What follows belongs to an exercise in optimizing a design on an open flow for small area; a production flow would make more cautious choices.
For this run, only the layout was checked, not whether the RTL still works.
Power is estimated from default activity; no workload was simulated.

===== flow/config.mk =====
export PLATFORM = sky130hd
export DESIGN_NAME = axi_gpio_top
export DESIGN_NICKNAME = axi_gpio_top
export VERILOG_FILES = /design/flow/design.v
export SDC_FILE = /design/flow/constraint.sdc
export NUM_CORES = 4
export LEC_CHECK = 0
export ABC_AREA = 1
export CAP_MARGIN = 20
export CORE_MARGIN = 2
export CORE_UTILIZATION = 40
export SLEW_MARGIN = 20

===== flow/constraint.sdc =====
create_clock -name core_clock -period 10.0 [get_ports {ACLK}]
set_input_delay 2.0000 -clock core_clock [delete_from_list [all_inputs] [get_ports {ACLK}]]
set_output_delay 2.0000 -clock core_clock [all_outputs]
set_load 0.01 [all_outputs]

===== flow/design.v =====
 `timescale 1ns/1ps
module synchro( 
  input clk,
  input resetn,
  input  [width-1 : 0]  data_in,
  output [width-1 : 0]  data_out
);
  parameter width = 1; 
  reg  [width-1 : 0] reg_a_s;
  reg  [width-1 : 0] reg_b_s;
  wire [width-1 : 0] reg_b_c;
  always @(posedge clk or negedge resetn) begin
    if (~resetn) begin
      reg_a_s <= 0;
      reg_b_s <= 0;
    end
    else begin
      reg_a_s <= data_in;
      reg_b_s <= reg_b_c;
    end
  end
  assign reg_b_c = reg_a_s;
  assign data_out = reg_b_s;
  endmodule  
 `timescale 1ns/1ps
module debouncer(  
  input        clk,  
  input        res_n,
  input        ena,       
  input  [4:0] deb_time,  
  input        data_in,  
  output       data_out  
);
  reg unsigned [17:0]  cnt_c, cnt_s;  
  reg fil_val_c, fil_val_s;  
  always @(posedge clk or negedge res_n) begin
    if (~res_n) begin
      cnt_s     <= 18'h00000;
      fil_val_s <= 1'b0;
    end
    else begin
      if (ena == 1'b1) begin
        cnt_s     <= cnt_c;
        fil_val_s <= fil_val_c;
      end
    end
  end 
  always @(*) begin
    fil_val_c = fil_val_s;
    if (data_in != fil_val_s && (deb_time + 1) == cnt_s[17:13]) begin
      fil_val_c = data_in;
    end
  end
  always @(*) begin
    cnt_c = cnt_s;
    if (ena == 1'b1 && data_in != fil_val_s) begin
      cnt_c = cnt_s + 1;
    end else begin
      cnt_c = 18'h00000;
    end
  end
  assign data_out = (ena == 1'b1) ? fil_val_s : data_in;
endmodule  
 `timescale 1ns/1ps
module int_ctrl(
  input        clk,
  input        res_n,
  input  [7:0] switch,          
  input  [4:0] button,          
  output [7:0] int_switch_sts,  
  input  [7:0] int_switch_ena,  
  input  [7:0] int_switch_clr,  
  output [4:0] int_button_sts,  
  input  [4:0] int_button_ena,  
  input  [4:0] int_button_clr,  
  input  [4:0] button_posedge,  
  input  [4:0] button_negedge,  
  input        invoke_int,      
  output       interrupt
);
 reg  [7:0] switch_sts_c, switch_sts_s;
 reg  [4:0] button_sts_c, button_sts_s;
 wire [7:0] switch_val_c;
 reg  [7:0] switch_val_s;  
 wire [4:0] button_val_c;
 reg  [4:0] button_val_s;  
 reg  interrupt_s;
 wire interrupt_c;
 integer i,j;
 always @(posedge clk or negedge res_n) begin
    if (~res_n) begin
      switch_sts_s <= 8'h00;
      button_sts_s <= 5'h00;
      switch_val_s <= 8'h00;
      button_val_s <= 5'h00;
      interrupt_s  <= 1'b0;
    end
    else begin
      switch_sts_s <= switch_sts_c;
      button_sts_s <= button_sts_c;
      switch_val_s <= switch_val_c;
      button_val_s <= button_val_c;
      interrupt_s  <= interrupt_c;
    end
 end
 assign button_val_c = button;  
 assign switch_val_c = switch; 
 always @(*) begin
   button_sts_c = button_sts_s;
   for (i = 0; i < 5 ; i = i + 1) begin
       button_sts_c[i] = button_sts_s[i];
     if (int_button_ena[i] == 0) begin
       button_sts_c[i] = 1'b0;
     end else begin
       if (invoke_int == 1'b1) begin  
         button_sts_c[i] = 1'b1;
       end else if (button[i] != button_val_s[i]) begin
         if (button[i] == 1'b1 && button_posedge[i] == 1'b1 || button[i] == 1'b0 && button_negedge[i] == 1'b1) begin
           button_sts_c[i] = 1'b1;  
         end 
       end else if (int_button_clr[i] == 1'b1) begin
         button_sts_c[i] = 1'b0;
       end
     end
   end
 end
 always @(*) begin
   switch_sts_c = switch_sts_s;
   for (j = 0; j < 8 ; j = j + 1) begin 
     if (int_switch_ena[j] == 0) begin
       switch_sts_c[j] = 1'b0;
     end else begin
       if (switch[j] != switch_val_s[j] || invoke_int == 1'b1) begin
         switch_sts_c[j] = 1'b1;
       end else if (int_switch_clr[j] == 1'b1) begin
         switch_sts_c[j] = 1'b0;
       end
     end
   end
 end 
 assign interrupt_c = switch_sts_s[7] | switch_sts_s[6] | switch_sts_s[5] | switch_sts_s[4] | switch_sts_s[3] | switch_sts_s[2] | switch_sts_s[1] | switch_sts_s[0] | button_sts_s[4] | button_sts_s[3] | button_sts_s[2] | button_sts_s[1] | button_sts_s[0];  
 assign interrupt      = interrupt_s;
 assign int_switch_sts = switch_sts_s;
 assign int_button_sts = button_sts_s;
endmodule  
 `timescale 1ns/1ps
module axi_lite(  
  input ACLK,
  input ARESETn,
  input        AWVALID,
  output       AWREADY,
  input [31:0] AWADDR,
  input [2 :0] AWPROT,
  input        WVALID,
  output       WREADY,
  input [31:0] WDATA,
  input [3 :0] WSTRB,  
  output       BVALID,
  input        BREADY,
  output[1 :0] BRESP,
  input        ARVALID,
  output       ARREADY,
  input [31:0] ARADDR,
  input [2 :0] ARPROT,
  output       RVALID,
  input        RREADY,
  output[31:0] RDATA,
  output[1 :0] RRESP,
  output [7:0] led,             
  input  [7:0] switch,          
  input  [4:0] button,          
  input  [7:0] int_switch_sts,  
  output [7:0] int_switch_ena,  
  output [7:0] int_switch_clr,  
  input  [4:0] int_button_sts,  
  output [4:0] int_button_ena,  
  output [4:0] int_button_clr,  
  output [4:0] button_posedge,  
  output [4:0] button_negedge,  
  output [7:0] deb_switch_ena,  
  output [4:0] deb_button_ena,  
  output [4:0] deb_time,        
  output       invoke_int_test
);
  reg  arready_c, arready_s; 
  reg  rvalid_c, rvalid_s;
  reg  awready_c, awready_s;
  reg  wready_c, wready_s;
  reg  bvalid_c, bvalid_s;
  reg  [1:0]  rresp_c, rresp_s;  
  reg  [1:0]  bresp_c, bresp_s;  
  reg  [31:0]  rdata_c, rdata_s;
  reg  [7:0] led_c, led_s;
  reg  [7:0] switch_ena_c, switch_ena_s;
  reg  [4:0] button_ena_c, button_ena_s;
  reg  [7:0] switch_clr_c, switch_clr_s;
  reg  [4:0] button_clr_c, button_clr_s;  
  reg  [4:0] button_pos_c, button_pos_s;  
  reg  [4:0] button_neg_c, button_neg_s;  
  reg  [7:0] deb_switch_ena_c, deb_switch_ena_s;
  reg  [4:0] deb_button_ena_c, deb_button_ena_s;
  reg  [4:0] deb_time_c, deb_time_s; 
  reg        invoke_int_c, invoke_int_s;
  parameter R_IDLE   = 2'b00;
  parameter R_AREADY = 2'b01;
  parameter R_VDATA  = 2'b10;
  reg [1:0] fsm_read_c, fsm_read_s;
  parameter W_IDLE     = 2'b00;
  parameter W_ADDR_DAT = 2'b01;
  parameter W_RESP     = 2'b10;
  reg [1:0] fsm_write_c, fsm_write_s;
  parameter OKAY   = 2'b00;
  parameter EXOKAY = 2'b01;
  parameter SLVERR = 2'b10;
  parameter DECERR = 2'b11;
  integer i;
  always @(posedge ACLK or negedge ARESETn) begin
    if (~ARESETn) begin
      arready_s    <= 1'b0;
      rvalid_s     <= 1'b0;
      awready_s    <= 1'b0;
      wready_s     <= 1'b0;
      bvalid_s     <= 1'b0;
      rresp_s      <= 2'b0;
      bresp_s      <= 2'b0;
      rdata_s      <= 32'h00000000;
      fsm_read_s   <= R_IDLE;  
      fsm_write_s  <= W_IDLE;
      led_s            <= 8'b0;
      switch_ena_s     <= 8'h00;
      button_ena_s     <= 5'b0;
      switch_clr_s     <= 8'h00;
      button_clr_s     <= 5'h00;
      button_pos_s     <= 5'b0;
      button_neg_s     <= 5'b0;
      deb_switch_ena_s <= 8'hff;
      deb_button_ena_s <= 5'h1f;
      deb_time_s       <= 5'b0;
      invoke_int_s     <= 1'b0;
    end
    else begin
      arready_s   <= arready_c;
      rvalid_s    <= rvalid_c;
      awready_s   <= awready_c;
      wready_s    <= wready_c;
      bvalid_s    <= bvalid_c;
      rresp_s     <= rresp_c;
      bresp_s     <= bresp_c;
      led_s       <= led_c; 
      rdata_s     <= rdata_c;
      fsm_read_s  <= fsm_read_c;  
      fsm_write_s <= fsm_write_c;
      led_s            <= led_c;
      switch_ena_s     <= switch_ena_c;
      button_ena_s     <= button_ena_c;
      switch_clr_s     <= switch_clr_c;
      button_clr_s     <= button_clr_c;      
      button_pos_s     <= button_pos_c;
      button_neg_s     <= button_neg_c;
      deb_switch_ena_s <= deb_switch_ena_c;
      deb_button_ena_s <= deb_button_ena_c;
      deb_time_s       <= deb_time_c;
      invoke_int_s     <= invoke_int_c;
    end
  end
  always @(*) begin  
    fsm_read_c = fsm_read_s;
    case (fsm_read_s)
      R_IDLE: begin
        fsm_read_c = R_AREADY;
      end
      R_AREADY: begin
        if (ARVALID == 1'b1) 
          fsm_read_c = R_VDATA;
        else
          fsm_read_c = R_AREADY;
      end
      R_VDATA: begin
        if (RREADY == 1'b1) begin
          fsm_read_c = R_IDLE;
        end else
          fsm_read_c = R_VDATA;
      end
    endcase
  end
  always @(*) begin  
    rvalid_c  = 1'b0;
    arready_c = 1'b0; 
    case (fsm_read_c)
      R_IDLE: begin
        arready_c = 1'b0;
      end
      R_AREADY: begin
        arready_c = 1'b1;
      end
      R_VDATA: begin
        rvalid_c = 1'b1;
      end
    endcase
  end 
  always @(*) begin
    rdata_c = 32'h00000000;
    rresp_c = OKAY;
    if (ARVALID == 1'b1 && fsm_read_s == R_AREADY) begin
        case (ARADDR[5:2])
        4'b0000: begin  
          rdata_c = {24'h000000, led_s};
        end
        4'b0001: begin  
          rdata_c = {16'h0000, 3'b000, button, switch};
        end
        4'b0010: begin  
          rdata_c = {16'h0000, 3'b000, int_button_sts, int_switch_sts};
        end      
        4'b0011: begin  
          rdata_c = {16'h0000, 3'b000, button_ena_s, switch_ena_s};
        end
        4'b0100: begin  
          rdata_c = {16'h0000, 3'b000, button_ena_s, switch_ena_s};
        end
        4'b0101: begin  
          rdata_c = {16'h0000, 3'b000, button_neg_s, 3'b000, button_pos_s};
        end
        4'b0110: begin  
          rdata_c = 32'h00000000;
        end
        4'b0111: begin  
          rdata_c = 32'h00000000;
        end      
        4'b1000: begin  
          rdata_c = {16'h0000, 3'b000, deb_button_ena_s, deb_switch_ena_s};
        end
        4'b1001: begin  
          rdata_c = {24'h000000, 3'b000, deb_time_s};
        end
        4'b1010: begin  
          rdata_c = 32'h7e8155aa;
        end      
        4'b1011: begin  
          rdata_c = 32'h00000000;
        end           
        default: begin
          rresp_c = DECERR;
        end
      endcase
    end else if (fsm_read_s == R_VDATA) begin
      rdata_c = rdata_s;
      rresp_c = rresp_s;
    end else begin
      rdata_c = 8'h00;
    end
  end  
  always @(*) begin  
    fsm_write_c = fsm_write_s;
    case (fsm_write_s)
      W_IDLE: begin
        if (AWVALID == 1'b1 && WVALID == 1'b1) 
          fsm_write_c = W_ADDR_DAT;
      end
      W_ADDR_DAT: begin
        fsm_write_c = W_RESP;
      end
      W_RESP: begin
        if (BREADY == 1'b1) 
          fsm_write_c = W_IDLE;
      end
    endcase
  end
  always @(*) begin  
    awready_c = 1'b0;
    wready_c  = 1'b0;
    bvalid_c  = 1'b0;
    case (fsm_write_c)
      W_IDLE: begin
        awready_c = 1'b0;
        wready_c  = 1'b0;
        bvalid_c  = 1'b0;
      end
      W_ADDR_DAT: begin  
        awready_c = 1'b1;
        wready_c  = 1'b1;
        bvalid_c  = 1'b0;        
      end
      W_RESP: begin
        awready_c = 1'b0;
        wready_c  = 1'b0;
        bvalid_c  = 1'b1;      
      end
    endcase
  end  
  always @(*) begin
    bresp_c = bresp_s;
    led_c            = led_s;
    switch_ena_c     = switch_ena_s;
    button_ena_c     = button_ena_s;
    button_pos_c     = button_pos_s;
    button_neg_c     = button_neg_s;
    deb_switch_ena_c = deb_switch_ena_s;
    deb_button_ena_c = deb_button_ena_s;
    deb_time_c       = deb_time_s;
    invoke_int_c     = 1'b0;
    if (switch_clr_s != 8'h00) begin
      switch_clr_c = 8'h00;
    end else begin
      switch_clr_c = switch_clr_s;
    end
    if (button_clr_s != 5'h00) begin
      button_clr_c = 5'h00;
    end else begin
      button_clr_c = button_clr_s;
    end
    if (fsm_write_s == W_ADDR_DAT) begin
      bresp_c = OKAY;
      case(AWADDR[5:2])
        4'b0000: begin
          if (WSTRB[0] == 1'b1) begin
            led_c = WDATA[7:0];
          end
        end
        4'b0001: begin  
        end
        4'b0010: begin  
          if (WSTRB[0] == 1'b1) begin
            for (i=0; i < 8; i=i+1) begin
              if (WDATA[i] == 1) begin 
                switch_clr_c[i] = 1'b1;
              end
            end
          end
          if (WSTRB[1] == 1'b1) begin
            for (i=0; i < 5; i=i+1) begin
              if (WDATA[i+8] == 1) begin 
                button_clr_c[i] = 1'b1;
              end
            end
          end
        end
        4'b0011: begin  
          if (WSTRB[0] == 1'b1) begin
            for (i=0; i < 8; i=i+1) begin
              if (WDATA[i] == 1) begin 
                switch_ena_c[i] = 1'b1;
              end
            end
          end
          if (WSTRB[1] == 1'b1) begin
            for (i=0; i < 5; i=i+1) begin
              if (WDATA[i+8] == 1) begin 
                button_ena_c[i] = 1'b1;
              end
            end
          end          
        end        
        4'b0100: begin  
          if (WSTRB[0] == 1'b1) begin
            for (i=0; i < 8; i=i+1) begin
              if (WDATA[i] == 1) begin 
                switch_ena_c[i] = 1'b0;
              end
            end
          end
          if (WSTRB[1] == 1'b1) begin
            for (i=0; i < 5; i=i+1) begin
              if (WDATA[i+8] == 1) begin 
                button_ena_c[i] = 1'b0;
              end
            end
          end         
        end
        4'b0101: begin
          if (WSTRB[0] == 1'b1) begin
            button_pos_c = WDATA[4:0];
          end
          if (WSTRB[1] == 1'b1) begin
            button_neg_c = WDATA[12:8];
          end
        end
        4'b0110: begin  
          if (WSTRB[0] == 1'b1 && WDATA[0] == 1'b1) begin
            switch_ena_c = 8'hff;
            button_ena_c = 5'h1f;
            button_pos_c = 5'h1f;
            button_neg_c = 5'h1f;
          end
        end
        4'b0111: begin  
          if (WSTRB[0] == 1'b1 && WDATA[0] == 1'b1) begin
            switch_ena_c = 8'h00;
            button_ena_c = 5'h00;
          end
        end
        4'b1000: begin
          if (WSTRB[0] == 1'b1) begin
            deb_switch_ena_c = WDATA[7:0];
          end 
          if (WSTRB[1] == 1'b1) begin
            deb_button_ena_c = WDATA[12:8];
          end           
        end
        4'b1001: begin
          if (WSTRB[0] == 1'b1) begin
            deb_time_c = WDATA[4:0];
          end           
        end
        4'b1010: begin
        end        
        4'b1011: begin  
          if (WSTRB[0] == 1'b1 && WDATA[0] == 1'b1) begin
            invoke_int_c = 1'b1;
          end  
        end          
        default: begin
          bresp_c = DECERR;
        end        
      endcase
    end
  end
  assign ARREADY = arready_s;
  assign RVALID  = rvalid_s;
  assign RDATA   = rdata_s;
  assign RRESP   = rresp_s;
  assign AWREADY = awready_s;
  assign WREADY  = wready_s;
  assign BVALID  = bvalid_s;
  assign BRESP   = bresp_s;
  assign led            = led_s;  
  assign int_switch_ena = switch_ena_s;
  assign int_button_ena = button_ena_s; 
  assign int_switch_clr = switch_clr_s;
  assign int_button_clr = button_clr_s;
  assign button_posedge = button_pos_s;
  assign button_negedge = button_neg_s;
  assign deb_switch_ena = deb_switch_ena_s;
  assign deb_button_ena = deb_button_ena_s;
  assign deb_time       = deb_time_s;
  assign invoke_int_test= invoke_int_s;
endmodule  
 `timescale 1ns/1ps
module axi_gpio_top(  
  input ACLK,
  input ARESETn,
  input        AWVALID,
  output       AWREADY,
  input [31:0] AWADDR,
  input [2 :0] AWPROT,
  input        WVALID,
  output       WREADY,
  input [31:0] WDATA,
  input [3 :0] WSTRB,  
  output       BVALID,
  input        BREADY,
  output[1 :0] BRESP,
  input        ARVALID,
  output       ARREADY,
  input [31:0] ARADDR,
  input [2 :0] ARPROT,
  output       RVALID,
  input        RREADY,
  output[31:0] RDATA,
  output[1 :0] RRESP,
  output [7:0] led,      
  input  [7:0] switch,   
  input  [4:0] button,    
  output interrupt
);
  wire [7:0] int_switch_sts;
  wire [7:0] int_switch_ena;
  wire [7:0] int_switch_clr;
  wire [4:0] int_button_sts;
  wire [4:0] int_button_ena;
  wire [4:0] int_button_clr;
  wire [4:0] button_posedge;
  wire [4:0] button_negedge;
  wire [7:0] deb_switch_ena;
  wire [4:0] deb_button_ena;
  wire [7:0] switch_synch;
  wire [4:0] button_synch;
  wire [7:0] switch_deb;
  wire [4:0] button_deb;  
  wire [4:0] deb_time;
  wire       invoke_int;
  synchro#(8) 
  synchro_switch(  
    .clk     (ACLK),
    .resetn  (ARESETn),
    .data_in (switch),
    .data_out(switch_synch)
  );
  synchro#(5) 
  synchro_button(  
    .clk     (ACLK),
    .resetn  (ARESETn),
    .data_in (button),
    .data_out(button_synch)
  ); 
 genvar i;
 generate
    for (i=0; i<=7; i=i+1) begin : switch_debouncers 
    debouncer i_debouncer(  
     .clk(ACLK), 
     .res_n(ARESETn),
     .ena(deb_switch_ena[i]),
     .deb_time(deb_time),
     .data_in(switch_synch[i]), 
     .data_out(switch_deb[i])      
 );
 end 
 endgenerate
 genvar j;
 generate
    for (j=0; j<=4; j=j+1) begin : buttton_debouncers
    debouncer j_debouncer(  
     .clk(ACLK), 
     .res_n(ARESETn),
     .ena(deb_button_ena[j]),
     .deb_time(deb_time),
     .data_in(button_synch[j]), 
     .data_out(button_deb[j])      
 );
 end 
 endgenerate
 int_ctrl i_int_ctrl(  
   .clk(ACLK),
   .res_n(ARESETn),
   .switch(switch_deb),          
   .button(button_deb),          
   .int_switch_sts(int_switch_sts),
   .int_switch_ena(int_switch_ena), 
   .int_switch_clr(int_switch_clr),
   .int_button_sts(int_button_sts),
   .int_button_ena(int_button_ena),
   .int_button_clr(int_button_clr),
   .button_posedge(button_posedge),
   .button_negedge(button_negedge), 
   .invoke_int(invoke_int),
   .interrupt(interrupt)
);
 axi_lite i_axi_lite(  
   .ACLK(ACLK),
   .ARESETn(ARESETn),
   .AWVALID(AWVALID),
   .AWREADY(AWREADY),
   .AWADDR(AWADDR),
   .AWPROT(AWPROT),
   .WVALID(WVALID),
   .WREADY(WREADY),
   .WDATA(WDATA),
   .WSTRB(WSTRB),  
   .BVALID(BVALID),
   .BREADY(BREADY),
   .BRESP(BRESP),
   .ARVALID(ARVALID),
   .ARREADY(ARREADY),
   .ARADDR(ARADDR),
   .ARPROT(ARPROT),
   .RVALID(RVALID),
   .RREADY(RREADY),
   .RDATA(RDATA),
   .RRESP(RRESP),
   .led(led),            
   .switch(switch_deb),         
   .button(button_deb),         
   .int_switch_sts(int_switch_sts), 
   .int_switch_ena(int_switch_ena), 
   .int_switch_clr(int_switch_clr), 
   .int_button_sts(int_button_sts), 
   .int_button_ena(int_button_ena),
   .int_button_clr(int_button_clr),
   .button_posedge(button_posedge),
   .button_negedge(button_negedge), 
   .deb_switch_ena(deb_switch_ena),
   .deb_button_ena(deb_button_ena),
   .deb_time(deb_time),
   .invoke_int_test(invoke_int)
);  
endmodule  

===== flow/run.sh =====
#!/bin/bash
# synth_recipe.tcl (not shown) runs the flow's synth.tcl, then flattens the netlist and writes it again
# the make line also repeats each setting of config.mk as NAME=value (left out here)
make -C /OpenROAD-flow-scripts/flow DESIGN_CONFIG=/design/flow/config.mk WORK_HOME=/design/flow/orfs CLKGATE_MAP_FILE= SYNTH_SCRIPT=/design/flow/synth_recipe.tcl finish

==> results.txt <==
area grow syn2layout=13.8%; worst vdd ir=a little over 90 µV; Core ar.=51600 µm²; largest net degree at the start of global routing=around 80; Max clock buf depth=3; Main synth FF type=dfrtp_1; CP delay by family, top=buffers and inverters; 1st-pass router iterations=6; IO Pins=176; WP data arrival=1660 ps; Fin. Hold Viols=0; DR WL/cell=15.7 µm; grt ovf=0; first-pass GRT wire length=93300 µm; die width=233 µm; Clock Sinks=between 300 and 400; DRT antenna net count=0; Worst-Skew Late Latency=570 ps; critical path class=reg -> out; Yosys top cell area share=0.446; YS warnings=5; Min-Delay Startpoint=synchro_button.reg_a_s[4]$_DFF_PN0_; H-tree levels=2; CTS Buf Count=45; TritonCTS clock tree=yes; f_max=approximately 270 MHz; Post-Syn Area=21000 µm²; main area contributors after synthesis=dfrtp_1 (45%), nand2_1 (13%), inv_1 (6.6%), o21ai_0 (5.5%), nor2_1 (5.4%); CP max stage delay=600 ps; # Post-CTS Setup Buffers=0; Cell Rows=83; Setup Skew=around 11 ps; Root Buffer=clkbuf_16; detailed-route wire length=about 57000 µm; Initial Utilization=0.406; unrepaired setup endpoints after global routing=no; Seq/Total Area, Yosys=0.462; crit path buf inv count=1; PnR worst setup slack=6340 ps; CP max FO=3; ordered list of cells on the worst path=clkdlybuf4s50_1; share of async-settable or async-resettable flops after synthesis=1.00; final setup vio count=0; total number of vias=18800; CTS resizes=0; worst slew pin tran=around 890 ps; Initial DRC Count=1777; Setup TNS Final=0 ps; final core utilization=0.462; Synth cell types=53; status=complete, no violations; Tot GR Track Use=0.214; Crit path depth=1; FF-to-FF Start=i_axi_lite.deb_time_s[0]$_DFFE_PN0P_; GPL Wtd Cong=0.888; Tmin final=about 3700 ps; Maximum Capacitance Violations=0; Via-to-Cell Ratio=5.23; post-detail-place hpwl=39100 µm; final net count=3027; Post-route DRC=0; Syn Area/Cell=roughly 7.5 µm²; cell taking the most area after synthesis=dfrtp_1; crit path launch type=flip-flop; worst hold path class=reg -> reg; Slew Viols, Final=0; Mapped Cells=2811; Slew HR=0.405; die height=233 µm; Clock Pin Slew Worst Setup and Hold Paths=60 ps; Pwr Density=147 nW/µm²; Worst Setup SP=i_axi_lite.led_s[2]$_DFFE_PN0P_; pre-CTS WS=between 5000 and 6000 ps; CTS Hold Buffers Added=0; Slowest-stage cell, CP=clkdlybuf4s50_1; hold path cells=0; number of flops mapped to enable cells by yosys=0; cell count of the worst reg-to-reg path=11; Final Cycle Share=0.366; vias in the first global route=roughly 18000; Leakage=0.0110 µW; register bit total from synthesis=387; IO Port Bufs=82; worst path required time=8000 ps; die area=approximately 54000 µm²; CP endpoint kind=primary output; layout cells sized above 1=0.0551; initial antenna violation count=1; n_diodes=0
## cell families (layout without fill, tap and decap cells)
logic type                 Yosys count  after routing  share of synthesized area
muxes                                1              1                   0.000537
other                                1             10                   0.000179
and+or+nand+nor                   1415           1415                      0.286
AOI/OAI and AO/OA                  496            496                      0.133
adders and majority gates           14             14                    0.00835
DFF                                387            387                      0.462
xor gates and xnor gates            44             44                     0.0184
buffers and inverters              453            554                     0.0913
## routing by layer
| layer | GRT usage | up-vias | routed length (µm) |
|---|---|---|---|
| li1 | - | 9287 | - |
| met1 | 0.304 | 8905 | 26500 |
| met2 | 0.335 | 527 | 25000 |
| met3 | 0.0325 | 95 | 3510 |
| met4 | 0.0709 | 2 | 1540 |
| met5 | 0 | - | 13 |
## per-stage QoR
step                      area, µm²  power [µW]  cells  hold WS [ps]
final                         23900        3520   3601           343
after global routing          23900        3650   3601           356
after CTS                     23800        3560   3600           347
after detailed placement      22300        1800   3519           335
after global placement        22300        1800   3519           334
after floorplan               21000        1700   2820           331
## report_power, final
| group | leakage [µW] | internal, µW | total, µW | switching (µW) |
|---|---|---|---|---|
| clock network | 0.000762 | 1070 | 1750 | 675 |
| logic | 0.00506 | 53.5 | 160 | 107 |
| registers | 0.00521 | 1590 | 1610 | 19.4 |
| total | 0.0110 | 2720 | 3520 | 801 |
## worst paths after layout
kind | end | slack, ps
setup / recovery | led[2] | 6340
hold / removal | synchro_button.reg_b_s[4]$_DFF_PN0_ | 340
setup reg to reg | buttton_debouncers[0].j_debouncer.fil_val_s$_DFFE_PN0P_ | 6800
hold reg to reg | synchro_button.reg_b_s[4]$_DFF_PN0_ | 340
max in group asynchronous | synchro_button.reg_a_s[4]$_DFF_PN0_ | 6580
min in group asynchronous | switch_debouncers[0].i_debouncer.cnt_s[4]$_DFFE_PN0P_ | 1390
## cells in the mapped netlist (all sizes together), types with 4 or more instances
master / instances
nand2: 761
inv: 376
dfrtp: 374
nor2: 328
o21ai: 247
nand3: 183
a21oi: 117
buf: 61
nor3: 59
nand4: 57
o22ai: 38
xor2: 29
a22oi: 20
o211ai: 17
a31oi: 16
xnor2: 15
ha: 14
clkbuf: 13
dfstp: 13
a22o: 11
o31ai: 11
nor4: 8
o21bai: 8
nand3b: 7
o21a: 5
or2: 5
a211oi: 4
## layout make-up
type                    instances  area [µm²]
inverters                     379        1430
flip-flops and latches        387        9700
fillers                      5049       27700
clock buffers                  64        1290
clock inverters                17         269
multi-input cells            1980        9400
well taps                     680         851
repair buffers                 94         936
## sequential cells by signal, indices dropped and copies added (netlist names), 5 cells and up
register and cells:
i_int_ctrl.button_sts_s 5, i_axi_lite.switch_clr_s 8, i_int_ctrl.button_val_s 5, i_int_ctrl.switch_sts_s 8, i_axi_lite.button_ena_s 5, buttton_debouncers.j_debouncer.cnt_s 90
i_axi_lite.deb_time_s 5, synchro_button.reg_a_s 5, i_axi_lite.switch_ena_s 8, synchro_switch.reg_a_s 8, i_axi_lite.button_pos_s 5, synchro_switch.reg_b_s 8
i_axi_lite.button_neg_s 5, buttton_debouncers.j_debouncer.fil_val_s 5, i_axi_lite.deb_switch_ena_s 8, i_int_ctrl.switch_val_s 8, i_axi_lite.led_s 8, switch_debouncers.i_debouncer.cnt_s 144
i_axi_lite.rdata_s 14, i_axi_lite.button_clr_s 5, synchro_button.reg_b_s 5, switch_debouncers.i_debouncer.fil_val_s 8, i_axi_lite.deb_button_ena_s 5
## layout by cell type (no fill, tap or decap), drive strengths merged
cell           instances
a32o                   1
a22o                  11
nand3                183
nand2                761
nor3                  59
nand2b                 1
clkbuf                64
xnor2                 15
o21bai                 8
conb                  10
a22oi                 20
o22ai                 38
nor3b                  3
dfrtp                374
o211ai                17
buf                   13
nor4                   8
nand4                 57
a211oi                 4
clkdlybuf4s50         81
clkinvlp               2
o31ai                 11
and2                   3
o21a                   5
mux2                   1
ha                    14
bufinv                 7
nor2                 328
xor2                  29
or2                    5
nand3b                 7
o32ai                  1
dfstp                 13
o21ai                247
clkinv                11
a21oi                117
inv                  376
a31oi                 16

[separate check: timing with driven ports]
In the flow no input, the clock included, has a driving cell. The finished layout below was timed again as built, in two steps.
Step 1, drivers: a clkbuf_16 drives ACLK and a buf_2 each remaining input, both assumed.
Step 2 adds t to the input delays and takes it off the output delays; t is the mean of the earliest and latest rising clock arrival at the registers after step 1. Input paths then give back, and output paths get back, about the clock's delay inside the block.
a / b / c = ideal ports / drivers / drivers and shift; a / b = the first two.
t, ns: 0.623
setup WS [ns]: 6.336 / 6.281 / 5.754
worst setup path at the end: input to register
After both steps this run still meets setup and hold. The setup slack of this run moves by -0.055 ns with the drivers and by -0.582 ns with both steps.
